This is an optimization exercise on Yosys and OpenROAD, whose aim is small area and a short achievable clock period, not a production implementation. Where RTL was checked, it was by simulation tests only, not by an equivalence proof against the original.

== run A ==
// KalmanFilter
module KalmanFilter(
    input clk,
    input reset,
    input valid_in,
    input [7:0] z_k,
    output reg [7:0] x_k
);
    reg [1:0] state;   
    reg [1:0] pidx;    
    wire [7:0] c, x_next;
    kf_x u_x(.p(pidx), .x(x_k), .c(c));
    kf_z u_z(.p(pidx), .c(c), .z(z_k), .y(x_next));
    always @(posedge clk) begin
        if (reset) begin
            x_k   <= 8'd70;
            pidx  <= 2'd0;
            state <= 2'd0;
        end else begin
            state <= {state[0], ~state[1] & (state[0] | valid_in)};
            if (state == 2'b10) begin
                x_k <= x_next;
                if (pidx != 2'd3)
                    pidx <= pidx + 2'd1;
            end
        end
    end
endmodule
For scale: roughly 12 flip-flops, ~19 I/O pins, roughly 1400 µm² of cells after synthesis.
clock: 40.0 ns
lec_check: 0
cap_margin: 20
core_margin: 2
core_utilization: 60
cts_buf_list: sky130_fd_sc_hd__clkbuf_4
slew_margin: 20
standard.sh (not shown) runs the stock make flow with config.mk's settings and CLKGATE_MAP_FILE= SYNTH_SCRIPT=/design/flow/synth_recipe.tcl, a recipe that flattens the netlist after the stock synthesis.
==> flow/flow/run.sh <==
#!/bin/bash
# Layout flow: the standard flow (standard.sh) with these changes:
#  - synthesis keeps module kf_x (the logic that only depends on registers)
#    separate until technology mapping, maps it for area (flow/area.abc) and
#    the rest of the design for delay with area recovery (flow/delay.abc),
#    instead of ORFS's single ABC script; the design is flattened afterwards
#    exactly as in the standard synthesis;
#  - full/half-adder extraction is skipped (ADDER_MAP_FILE left empty);
#  - ports are buffered with buf_2 cells.
# Registers, their names and cell types are those of the standard synthesis.
set -euo pipefail
here=$(pwd)
cat > my_synth.tcl <<EOT
proc abc {args} {
  set i [lsearch -exact \$args -script]
  set ax \$args; lset ax [expr {\$i + 1}] $here/flow/area.abc
  set at \$args; lset at [expr {\$i + 1}] $here/flow/delay.abc
  yosys abc {*}\$ax kf_x
  yosys abc {*}\$at KalmanFilter
}
source $here/synth_recipe.tcl
EOT
sed -e "s#SYNTH_SCRIPT=[^ ]*#SYNTH_SCRIPT=$here/my_synth.tcl ADDER_MAP_FILE=#" standard.sh > my_standard.sh
grep -q "my_synth.tcl ADDER_MAP_FILE=" my_standard.sh
export SYNTH_KEEP_MODULES=kf_x
export BUFFER_PORTS_ARGS="-buffer_cell sky130_fd_sc_hd__buf_2"
bash my_standard.sh > flow.log 2>&1
==> flow/flow/area.abc <==
strash
dch -f
amap
topo
stime -p
==> flow/flow/delay.abc <==
strash
dch -f
map -D 2500
topo
stime -p
Run A ended with every stage complete and zero timing, DRC or antenna violations.
The following lists how run B was set up differently from run A:
- CORE_UTILIZATION: 60 -> 40
Notes after the runs:
- The lower final area came out of run A.
- Slew at the pin closest to its max-slew limit: run B vs run A down 0.061 ns
- [run B vs run A] number of fill cells in the layout: higher in run B
- On worst hold slack, run B does worse than run A.
- What run B reported for total wire length has to be multiplied by 0.949 to get the figure for run A.
- Delta (run B minus run A): routability congestion estimate from global placement now sits lower, post-layout worst setup margin increased by 0.12 ns relative to the old numbers.
- Note that the total half-perimeter wirelength after legalization and detailed placement recorded for run B amounts to 1.06 times the value seen in run A.
- Re core utilization: run B is 24 points down on run A.
Modified inputs, run C compared to run B
- a change of CORE_UTILIZATION from 40 to 75
[summary]
For run C, the flow was terminated by a tool error in global placement and produced no final design. Initial core utilization, run C and run B: smaller value in run B. Comparing run C with run B, the xor and xnor fraction of the mapped netlist area came out essentially unchanged. Die width sits lower in run C than in run B.
Function was not checked in any run of this note: the RTL went through the layout flow alone.

---

lane 1:
Another version of the RTL of KalmanFilter (not shown whole).
Size: roughly 240 cells after synthesis, ~12 flip-flops, ~19 I/O pins.
==> flow/config.mk <==
export PLATFORM = sky130hd
export DESIGN_NAME = KalmanFilter
export DESIGN_NICKNAME = KalmanFilter
export VERILOG_FILES = /design/flow/design.v
export SDC_FILE = /design/flow/constraint.sdc
export NUM_CORES = 4
export LEC_CHECK = 0
export CAP_MARGIN = 20
export CORE_MARGIN = 2
export CORE_UTILIZATION = 40
export CTS_BUF_LIST = sky130_fd_sc_hd__clkbuf_4
export SLEW_MARGIN = 20
==> flow/constraint.sdc <==
create_clock -name core_clock -period 40.0 [get_ports {clk}]
set_input_delay 8.0000 -clock core_clock [delete_from_list [all_inputs] [get_ports {clk}]]
set_output_delay 8.0000 -clock core_clock [all_outputs]
set_load 0.01 [all_outputs]
==> flow/flow/run.sh <==
#!/bin/bash
# Layout flow: the standard flow (standard.sh) with these changes:
#  - synthesis keeps module kf_x (the logic that only depends on registers)
#    separate until technology mapping, maps it for area (flow/area.abc) and
#    the rest of the design for delay with area recovery (flow/delay.abc),
#    instead of ORFS's single ABC script; the design is flattened afterwards
#    exactly as in the standard synthesis;
#  - full/half-adder extraction is skipped (ADDER_MAP_FILE left empty);
#  - ports are buffered with buf_2 cells.
# Registers, their names and cell types are those of the standard synthesis.
set -euo pipefail
here=$(pwd)
cat > my_synth.tcl <<EOT
proc abc {args} {
  set i [lsearch -exact \$args -script]
  set ax \$args; lset ax [expr {\$i + 1}] $here/flow/area.abc
  set at \$args; lset at [expr {\$i + 1}] $here/flow/delay.abc
  yosys abc {*}\$ax kf_x
  yosys abc {*}\$at KalmanFilter
}
source $here/synth_recipe.tcl
EOT
sed -e "s#SYNTH_SCRIPT=[^ ]*#SYNTH_SCRIPT=$here/my_synth.tcl ADDER_MAP_FILE=#" standard.sh > my_standard.sh
grep -q "my_synth.tcl ADDER_MAP_FILE=" my_standard.sh
export SYNTH_KEEP_MODULES=kf_x
export PRE_DETAIL_PLACE_TCL=$here/flow/pre_dp.tcl
export BUFFER_PORTS_ARGS="-buffer_cell sky130_fd_sc_hd__buf_2"
bash my_standard.sh > flow.log 2>&1
==> flow/flow/delay.abc <==
strash
dch -f
map -D 2500
topo
upsize -D 2200
dnsize -D 2200
topo
stime -p
==> flow/flow/pre_dp.tcl <==
# Output ports only drive the 0.01 pF port load: use buf_1 as their buffers.
foreach inst [[ord::get_db_block] getInsts] {
  set n [$inst getName]
  if {[string match "output*" $n] && [[$inst getMaster] getName] == "sky130_fd_sc_hd__buf_2"} {
    replace_cell $n sky130_fd_sc_hd__buf_1
  }
}
Scripts as last shown in full above: flow/flow/area.abc
Changes in lane 2 relative to lane 1:
==> flow/flow/delay.abc <==
strash
dch -f
map -D 2300
topo
upsize -D 2100
dnsize -D 2100
topo
stime -p
[summary]
Between lane 2 and lane 1, instance area after placement is lower for lane 1, lane 2 comes in above that.
Lane 2 vs lane 1, number of global-route vias before repair went up by about 2%.
Looking at register-to-register slack, lane 2 sits 180 ps higher than lane 1 does.
[inputs] lane 3 vs lane 2
diff --git a/flow/flow/run.sh b/flow/flow/run.sh
--- a/flow/flow/run.sh
+++ b/flow/flow/run.sh
@@ -4,3 +4,4 @@
 #    separate until technology mapping, maps it for area (flow/area.abc) and
-#    the rest of the design for delay with area recovery (flow/delay.abc),
+#    the rest of the design for delay with area recovery and gate sizing
+#    (flow/delay.abc),
 #    instead of ORFS's single ABC script; the design is flattened afterwards
==> flow/flow/delay.abc <==
strash
dch -f
map -D 2200
topo
upsize -D 2000
dnsize -D 2000
topo
stime -p
### Flow results
Fraction of synthesized cell area in xor and xnor cells for lane 3: 0.66 points up relative to lane 2. Diff lane 2 and lane 3: layout cell share with drive strength beyond 1 higher in lane 2. Compared with lane 2, lane 3 degrades first-iteration DRC count.

## re-timing with driven ports
The flow's constraints put no driver on any port. The routed layouts listed below were extracted and timed again, unchanged, in two steps. Step 1 sets driving cells, clkbuf_16 on the clock port and buf_2 on the other inputs (assumed; they add their load-dependent delay and slew). Step 2 moves the port delays by t, midway between the first and last clock arrival at a register: inputs arrive t later, outputs are due t later. That takes back most of the time a late clock gives input paths. Slacks: ideal ports / drivers / drivers and shift; pairs: ideal ports / drivers.
| run | t, ns | setup WS [ns] | latest minus earliest clock arrival (ns) |
|---|---|---|---|
| run A | 0.294 | 28.768 / 28.768 / 28.473 | 0.005 / 0.005 |
| run B | 0.290 | 28.885 / 28.888 / 28.597 | 0.009 / 0.009 |
| lane 1 | 0.291 | 29.364 / 29.365 / 29.074 | 0.007 / 0.008 |
| lane 2 | 0.289 | 29.422 / 29.421 / 29.132 | 0.001 / 0.002 |
| lane 3 | 0.291 | 29.464 / 29.467 / 29.176 | 0.007 / 0.007 |
After both steps setup and hold are still met in every run listed. For run A, which loses most, drivers alone change the setup slack by 0.000 ns; drivers and shift together by -0.295 ns.
